Context: an optimization exercise on an open-source flow, tuned for small area. The choices shown serve that exercise and are no tape-out recipe. Only simulation tests tie the RTL to the original design; equivalence was not proved. Power figures rest on the tool's default switching activity, not on a simulated workload.

==> flow/design.v (excerpt) <==
module merge (stopMerge, R_bg, G_bg, B_bg, R_sp, G_sp, B_sp, R_outRegA, G_outRegA, B_outRegA, R_outRegB, G_outRegB, B_outRegB, posX_bg, posY_bg, posX_sp, posY_sp, reset, clk, readVgaSelector,max_R_top, max_G_top, max_B_top, min_R_top, min_G_top, min_B_top, avg_R_top, avg_G_top, avg_B_top,
                        max_R_bottom, max_G_bottom, max_B_bottom, min_R_bottom, min_G_bottom, min_B_bottom, avg_R_bottom, avg_G_bottom, avg_B_bottom,
                        max_R_right, max_G_right, max_B_right, min_R_right, min_G_right, min_B_right, avg_R_right, avg_G_right, avg_B_right,
                        max_R_left, max_G_left, max_B_left, min_R_left, min_G_left, min_B_left, avg_R_left, avg_G_left, avg_B_left);
    input wire clk, reset, readVgaSelector;
    input wire [7:0] R_bg, G_bg, B_bg, R_sp, G_sp, B_sp;
    input wire [9:0] posX_bg, posY_bg, posX_sp, posY_sp;
    output reg [127:0] R_outRegA, G_outRegA, B_outRegA, R_outRegB, G_outRegB, B_outRegB;
    output wire [7:0] max_R_top, max_G_top, max_B_top, min_R_top, min_G_top, min_B_top, avg_R_top, avg_G_top, avg_B_top,
                        max_R_bottom, max_G_bottom, max_B_bottom, min_R_bottom, min_G_bottom, min_B_bottom, avg_R_bottom, avg_G_bottom, avg_B_bottom,
                        max_R_right, max_G_right, max_B_right, min_R_right, min_G_right, min_B_right, avg_R_right, avg_G_right, avg_B_right,
                        max_R_left, max_G_left, max_B_left, min_R_left, min_G_left, min_B_left, avg_R_left, avg_G_left, avg_B_left;
    output stopMerge;
    reg [5:0] cnt;
    wire iniciarMerge = cnt[5] & cnt[0];
    reg [9:0] ancX, ancY;
    always @(posedge clk) begin
        if (reset) begin
            cnt  <= 6'd0;
            ancX <= 10'd0;
            ancY <= 10'd0;
        end else begin
            if (!iniciarMerge)
                cnt <= cnt + 6'd1;
            if (cnt == 6'd0) begin
                ancX <= posX_sp;
                ancY <= posY_sp;
            end
        end
    end
    reg [3:0] contadorA, contadorB;
    reg full_A, full_B;
    assign stopMerge = readVgaSelector ? full_A : full_B;
  ...
For scale: ~1,200 flip-flops, about 1,100 I/O pins.
==> flow/config.mk <==
export PLATFORM = sky130hd
export DESIGN_NAME = merge
export DESIGN_NICKNAME = merge
export VERILOG_FILES = /design/flow/design.v
export SDC_FILE = /design/flow/constraint.sdc
export NUM_CORES = 4
export LEC_CHECK = 0
export CAP_MARGIN = 5
export CORE_AREA = 2 2 323 323
export DIE_AREA = 0 0 325 325
export PLACE_DENSITY = 0.92
export SLEW_MARGIN = 5
export SYNTH_HIERARCHICAL = 1
==> flow/constraint.sdc <==
create_clock -name core_clock -period 10.0 [get_ports {clk}]
set_input_delay 2.0000 -clock core_clock [delete_from_list [all_inputs] [get_ports {clk}]]
set_output_delay 2.0000 -clock core_clock [all_outputs]
set_load 0.01 [all_outputs]
standard.sh (not shown) runs the stock make flow with config.mk's settings and CLKGATE_MAP_FILE= SYNTH_SCRIPT=/design/flow/synth_recipe.tcl, a recipe that flattens the netlist after the stock synthesis.
==> flow/flow/run.sh <==
#!/bin/bash
# Standard ORFS layout; the port buffers are the smallest buffer cell, the
# clock tree uses small clock buffers and no dummy loads.
set -euo pipefail
bash standard.sh \
  "BUFFER_PORTS_ARGS=-buffer_cell sky130_fd_sc_hd__buf_1" \
  "CTS_ARGS=-sink_clustering_enable -repair_clock_nets -buf_list {sky130_fd_sc_hd__clkbuf_4} -dont_use_dummy_load -sink_clustering_size 10 -sink_clustering_max_diameter 42" \
  SKIP_REPAIR_TIE_FANOUT=1 \
  finish > standard_make.log 2>&1
Rerun with:
--- a/flow/flow/run.sh
+++ b/flow/flow/run.sh
@@ -7 +7 @@
-  "CTS_ARGS=-sink_clustering_enable -repair_clock_nets -buf_list {sky130_fd_sc_hd__clkbuf_4} -dont_use_dummy_load -sink_clustering_size 10 -sink_clustering_max_diameter 42" \
+  "CTS_ARGS=-sink_clustering_enable -repair_clock_nets -buf_list {sky130_fd_sc_hd__clkbuf_4} -dont_use_dummy_load -sink_clustering_size 12 -sink_clustering_max_diameter 28" \
- PLACE_DENSITY: 0.92 -> 0.85
Effect:
- design area went up slightly
- cell count went up slightly
- total power went up by a few percent
- wire length went down slightly
- utilization went up by 0.48 points
- sequential power is about the same
- hold slack loses 0.0040 ns
Rerun with:
--- a/flow/flow/run.sh
+++ b/flow/flow/run.sh
@@ -7 +7 @@
-  "CTS_ARGS=-sink_clustering_enable -repair_clock_nets -buf_list {sky130_fd_sc_hd__clkbuf_4} -dont_use_dummy_load -sink_clustering_size 12 -sink_clustering_max_diameter 28" \
+  "CTS_ARGS=-sink_clustering_enable -repair_clock_nets -buf_list {sky130_fd_sc_hd__clkbuf_4} -dont_use_dummy_load -sink_clustering_size 10 -sink_clustering_max_diameter 42" \
- CAP_MARGIN: 5 -> 20
- SLEW_MARGIN: 5 -> 20
Synthesized cell count stays the same.
First-iteration DRC count is about the same.
Setup slack gets better by 0.098 ns.
Final area drops by 0.93%.
Area after synthesis is unchanged.
Clock power drops by 15%.
Clock skew drops by 0.028 ns.
Routed wire length drops by 0.93%.
Rerun with:
--- a/flow/flow/run.sh
+++ b/flow/flow/run.sh
@@ -7 +7 @@
-  "CTS_ARGS=-sink_clustering_enable -repair_clock_nets -buf_list {sky130_fd_sc_hd__clkbuf_4} -dont_use_dummy_load -sink_clustering_size 10 -sink_clustering_max_diameter 42" \
+  "CTS_ARGS=-sink_clustering_enable -repair_clock_nets -buf_list {sky130_fd_sc_hd__clkbuf_4} -dont_use_dummy_load -sink_clustering_size 10 -sink_clustering_max_diameter 35" \
- CAP_MARGIN: 20 -> 5
- SLEW_MARGIN: 20 -> 5
Result: Via count goes up by 0.89%. Register-to-register slack gets worse by 0.03 ns. Combinational power is about the same. Routed wire length went up by 0.53%. Total power increases by 1.3%. Die area does not change. Hold slack is worse by 0.0069 ns.

The RTL this note starts from:
==> flow/design.v <==
module hold_mux (w, h, d, q, y);
    input wire w, h, d, q;
    output wire y;
    assign y = (w & d) | (h & q);
endmodule
module merge (stopMerge, R_bg, G_bg, B_bg, R_sp, G_sp, B_sp, R_outRegA, G_outRegA, B_outRegA, R_outRegB, G_outRegB, B_outRegB, posX_bg, posY_bg, posX_sp, posY_sp, reset, clk, readVgaSelector,max_R_top, max_G_top, max_B_top, min_R_top, min_G_top, min_B_top, avg_R_top, avg_G_top, avg_B_top,
                        max_R_bottom, max_G_bottom, max_B_bottom, min_R_bottom, min_G_bottom, min_B_bottom, avg_R_bottom, avg_G_bottom, avg_B_bottom,
                        max_R_right, max_G_right, max_B_right, min_R_right, min_G_right, min_B_right, avg_R_right, avg_G_right, avg_B_right,
                        max_R_left, max_G_left, max_B_left, min_R_left, min_G_left, min_B_left, avg_R_left, avg_G_left, avg_B_left);
    input wire clk, reset, readVgaSelector;
    input wire [7:0] R_bg, G_bg, B_bg, R_sp, G_sp, B_sp;
    input wire [9:0] posX_bg, posY_bg, posX_sp, posY_sp;
    output reg [127:0] R_outRegA, G_outRegA, B_outRegA, R_outRegB, G_outRegB, B_outRegB;
    output wire [7:0] max_R_top, max_G_top, max_B_top, min_R_top, min_G_top, min_B_top, avg_R_top, avg_G_top, avg_B_top,
                        max_R_bottom, max_G_bottom, max_B_bottom, min_R_bottom, min_G_bottom, min_B_bottom, avg_R_bottom, avg_G_bottom, avg_B_bottom,
                        max_R_right, max_G_right, max_B_right, min_R_right, min_G_right, min_B_right, avg_R_right, avg_G_right, avg_B_right,
                        max_R_left, max_G_left, max_B_left, min_R_left, min_G_left, min_B_left, avg_R_left, avg_G_left, avg_B_left;
    output stopMerge;
    reg [5:0] cnt;
    wire iniciarMerge = cnt[5] & cnt[0];
    reg [9:0] ancX, ancY;
    always @(posedge clk) begin
        if (reset) begin
            cnt  <= 6'd0;
            ancX <= 10'd0;
            ancY <= 10'd0;
        end else begin
            if (!iniciarMerge)
                cnt <= cnt + 6'd1;
            if (cnt == 6'd0) begin
                ancX <= posX_sp;
                ancY <= posY_sp;
            end
        end
    end
    reg [3:0] contadorA, contadorB;
    reg full_A, full_B;
    assign stopMerge = readVgaSelector ? full_A : full_B;
    wire goA = iniciarMerge &  readVgaSelector & ~full_A;
    wire goB = iniciarMerge & ~readVgaSelector & ~full_B;
    wire trans = (R_sp == 8'h17) & (G_sp == 8'h17) & (B_sp == 8'h17);
    wire [23:0] pix  = trans ? {B_bg, G_bg, R_bg} : {B_sp, G_sp, R_sp};
    always @(posedge clk) begin
        if (reset) begin
            contadorA <= 4'd0;
            contadorB <= 4'd0;
            full_A <= 1'b0;
            full_B <= 1'b0;
        end else if (iniciarMerge) begin
            contadorA <= (readVgaSelector && contadorA != 4'd15) ? contadorA + 4'd1 : 4'd0;
            contadorB <= (!readVgaSelector && contadorB != 4'd15) ? contadorB + 4'd1 : 4'd0;
            if (goA) begin
                full_B <= 1'b0;
                if (contadorA == 4'd15) full_A <= 1'b1;
            end else if (goB) begin
                full_A <= 1'b0;
                if (contadorA == 4'd15) full_B <= 1'b1;
            end
        end
    end
    genvar i, k;
    generate
        for (i = 0; i < 16; i = i + 1) begin : slot
            wire xA = goA & (contadorA == i);
            wire xB = goB & (contadorB == i);
            wire [23:0] qA = {B_outRegA[8*i +: 8], G_outRegA[8*i +: 8], R_outRegA[8*i +: 8]};
            wire [23:0] qB = {B_outRegB[8*i +: 8], G_outRegB[8*i +: 8], R_outRegB[8*i +: 8]};
            wire [23:0] nA, nB;
            wire wA = xA & ~reset, hA = ~xA & ~reset;
            wire wB = xB & ~reset, hB = ~xB & ~reset;
            for (k = 0; k < 24; k = k + 1) begin : bt
                hold_mux mA (.w(wA), .h(hA), .d(pix[k]), .q(qA[k]), .y(nA[k]));
                hold_mux mB (.w(wB), .h(hB), .d(pix[k]), .q(qB[k]), .y(nB[k]));
            end
            always @(posedge clk) begin
                {B_outRegA[8*i +: 8], G_outRegA[8*i +: 8], R_outRegA[8*i +: 8]} <= nA;
                {B_outRegB[8*i +: 8], G_outRegB[8*i +: 8], R_outRegB[8*i +: 8]} <= nB;
            end
        end
    endgenerate
    wire [10:0] dX, dY;
    wire [10:0] bX, bY;
    assign bX[0] = 1'b1;
    assign bY[0] = 1'b1;
    genvar b;
    generate
        for (b = 0; b < 10; b = b + 1) begin : sub
            assign dX[b] = posX_bg[b] ^ ~ancX[b] ^ bX[b];
            assign bX[b+1] = (posX_bg[b] & ~ancX[b]) | (bX[b] & (posX_bg[b] ^ ~ancX[b]));
            assign dY[b] = posY_bg[b] ^ ~ancY[b] ^ bY[b];
            assign bY[b+1] = (posY_bg[b] & ~ancY[b]) | (bY[b] & (posY_bg[b] ^ ~ancY[b]));
        end
    endgenerate
    assign dX[10] = ~bX[10];
    assign dY[10] = ~bY[10];
    wire inXY = ~dX[10] & ~|dX[9:4] & ~dY[10] & ~|dY[9:4];
    wire x0 = dX[3:0] == 4'd0;
    wire x15 = &dX[3:0];
    wire y0 = dY[3:0] == 4'd0;
    wire y15 = &dY[3:0];
    wire [3:0] act;
    assign act[0] = inXY & x0;
    assign act[1] = inXY & ~x0 & x15;
    assign act[2] = inXY & ~x0 & ~x15 & y15;
    assign act[3] = inXY & ~x0 & ~x15 & ~y15 & y0;
    reg rd;
    reg [3:0] ad;
    reg [23:0] cd;
    always @(posedge clk) begin
        rd <= reset;
        ad <= act;
        cd <= {B_bg, G_bg, R_bg};
    end
    reg [143:0] S;
    reg [95:0]  MX;
    reg [95:0]  AV;
    genvar r, c;
    generate
        for (c = 0; c < 3; c = c + 1) begin : ch
            wire [7:0]  col  = cd[8*c +: 8];
            wire [11:0] selS = ({12{ad[0]}} & S[12*c +: 12])     | ({12{ad[1]}} & S[12*(3+c) +: 12]) |
                               ({12{ad[2]}} & S[12*(6+c) +: 12]) | ({12{ad[3]}} & S[12*(9+c) +: 12]);
            wire [7:0]  selM = ({8{ad[0]}} & MX[8*c +: 8])      | ({8{ad[1]}} & MX[8*(3+c) +: 8]) |
                               ({8{ad[2]}} & MX[8*(6+c) +: 8])  | ({8{ad[3]}} & MX[8*(9+c) +: 8]);
            wire [11:0] nsum;
            wire [12:0] cy;
            wire [8:0]  gc;
            assign cy[0] = 1'b0;
            assign gc[0] = 1'b0;
            for (b = 0; b < 12; b = b + 1) begin : add
                wire cb = (b < 8) ? col[b] : 1'b0;
                assign nsum[b] = selS[b] ^ cb ^ cy[b];
                assign cy[b+1] = (selS[b] & cb) | (cy[b] & (selS[b] ^ cb));
            end
            for (b = 0; b < 8; b = b + 1) begin : cmp
                assign gc[b+1] = (col[b] & ~selM[b]) | (gc[b] & ~(col[b] ^ selM[b]));
            end
            wire gt = gc[8];
            for (r = 0; r < 4; r = r + 1) begin : rg
                wire x  = ad[r];
                wire xm = x & gt;
                wire w  = x & ~rd,  h  = ~x & ~rd;
                wire wm = xm & ~rd, hm = ~xm & ~rd;
                wire [11:0] nS;
                wire [7:0]  nA, nM;
                for (b = 0; b < 12; b = b + 1) begin : bs
                    hold_mux mS (.w(w), .h(h), .d(nsum[b]), .q(S[12*(3*r + c) + b]), .y(nS[b]));
                end
                for (b = 0; b < 8; b = b + 1) begin : ba
                    hold_mux mA (.w(w), .h(h), .d(selS[4 + b]), .q(AV[8*(3*r + c) + b]), .y(nA[b]));
                    hold_mux mM (.w(wm), .h(hm), .d(col[b]), .q(MX[8*(3*r + c) + b]), .y(nM[b]));
                end
                always @(posedge clk) begin
                    S[12*(3*r + c) +: 12] <= nS;
                    AV[8*(3*r + c) +: 8]  <= nA;
                    MX[8*(3*r + c) +: 8]  <= nM;
                end
            end
        end
    endgenerate
    assign {max_B_top, max_G_top, max_R_top}          = MX[23:0];
    assign {max_B_bottom, max_G_bottom, max_R_bottom} = MX[47:24];
    assign {max_B_right, max_G_right, max_R_right}    = MX[71:48];
    assign {max_B_left, max_G_left, max_R_left}       = MX[95:72];
    assign {avg_B_top, avg_G_top, avg_R_top}          = AV[23:0];
    assign {avg_B_bottom, avg_G_bottom, avg_R_bottom} = AV[47:24];
    assign {avg_B_right, avg_G_right, avg_R_right}    = AV[71:48];
    assign {avg_B_left, avg_G_left, avg_R_left}       = AV[95:72];
    assign {min_B_top, min_G_top, min_R_top}          = 24'd0;
    assign {min_B_bottom, min_G_bottom, min_R_bottom} = 24'd0;
    assign {min_B_right, min_G_right, min_R_right}    = 24'd0;
    assign {min_B_left, min_G_left, min_R_left}       = 24'd0;
endmodule
export LEC_CHECK = 0
export CAP_MARGIN = 5
export CORE_AREA = 2 2 323 323
export DIE_AREA = 0 0 325 325
export PLACE_DENSITY = 0.95
export SLEW_MARGIN = 5
export SYNTH_HIERARCHICAL = 1
create_clock -name core_clock -period 10.0 [get_ports {clk}]
==> flow/flow/run.sh <==
#!/bin/bash
# Standard ORFS layout; the port buffers are the smallest buffer cell, the
# clock tree uses small clock buffers and no dummy loads.
set -euo pipefail
bash standard.sh \
  "BUFFER_PORTS_ARGS=-buffer_cell sky130_fd_sc_hd__buf_1" \
  "CTS_ARGS=-sink_clustering_enable -repair_clock_nets -buf_list {sky130_fd_sc_hd__clkbuf_4} -dont_use_dummy_load -sink_clustering_size 10 -sink_clustering_max_diameter 30" \
  SKIP_REPAIR_TIE_FANOUT=1 \
  finish > standard_make.log 2>&1
The baseline ran to the end with no violations.
==> next run, changes <==
==> flow/flow/run.sh (replaced) <==
#!/bin/bash
# Standard ORFS layout; the port buffers are the smallest buffer cell, the
# clock tree uses small clock buffers and no dummy loads.
set -euo pipefail
bash standard.sh \
  "BUFFER_PORTS_ARGS=-buffer_cell sky130_fd_sc_hd__buf_1" \
  "CTS_ARGS=-sink_clustering_enable -repair_clock_nets -buf_list {sky130_fd_sc_hd__clkbuf_4} -dont_use_dummy_load -sink_clustering_size 10 -sink_clustering_max_diameter 35" \
  SKIP_REPAIR_TIE_FANOUT=1 \
  finish > standard_make.log 2>&1
Settings changed: CORE_AREA 2 2 323 323 to unset, CORE_MARGIN set to 2, CORE_UTILIZATION set to 40, DIE_AREA 0 0 325 325 to unset, PLACE_DENSITY 0.95 to 0.85.
After rerunning: With this change the flow stopped in I/O pin placement (3_2_place_iop). Synthesized area does not change. Synthesized cell count is unchanged.
==> next run, changes <==
Settings changed: CAP_MARGIN 5 to 0, CORE_AREA set to 2 2 323 323, CORE_MARGIN 2 to unset, CORE_UTILIZATION 40 to unset, DIE_AREA set to 0 0 325 325, SLEW_MARGIN 5 to 0.
The changed run produced a clean layout.
Synthesized area is unchanged.
Synthesized cell count is unchanged.

## what the ideal ports hide
No port has a modelled driver above. Below, the same layouts with a new extraction and two added sets of constraints. Step 1 sets driving cells, clkbuf_16 on the clock port and buf_2 on the other inputs (assumed; they add their load-dependent delay and slew). Step 2 adds t to the input delays and takes it off the output delays; t is the mean of the earliest and latest rising clock arrival at the registers after step 1. Input paths then give back, and output paths get back, about the clock's delay inside the block. Slacks: ideal / step 1 / step 2; pairs: ideal / step 1.
| run | t, ns | slack for setup (ns) | hold WS [ns] |
|---|---|---|---|
| the first run of note 1 | 1.069 | 3.866 / 3.918 / 2.848 | 0.460 / 0.460 / 0.460 |
| the second run of note 1 | 1.118 | 3.804 / 3.856 / 2.738 | 0.456 / 0.456 / 0.456 |
| the third run of note 1 | 1.091 | 3.902 / 3.960 / 2.869 | 0.464 / 0.464 / 0.464 |
| the fourth run of note 1 | 1.071 | 3.794 / 3.845 / 2.775 | 0.457 / 0.457 / 0.457 |
| the first run of note 2 | 1.093 | 4.203 / 4.203 / 3.731 | 0.458 / 0.458 / 0.458 |
| the third run of note 2 | 1.076 | 4.343 / 4.343 / 3.683 | 0.460 / 0.460 / 0.460 |
After both steps setup and hold are still met in every run listed. For the second run of note 1, which loses most, drivers alone change the setup slack by +0.052 ns; drivers and shift together by -1.066 ns.
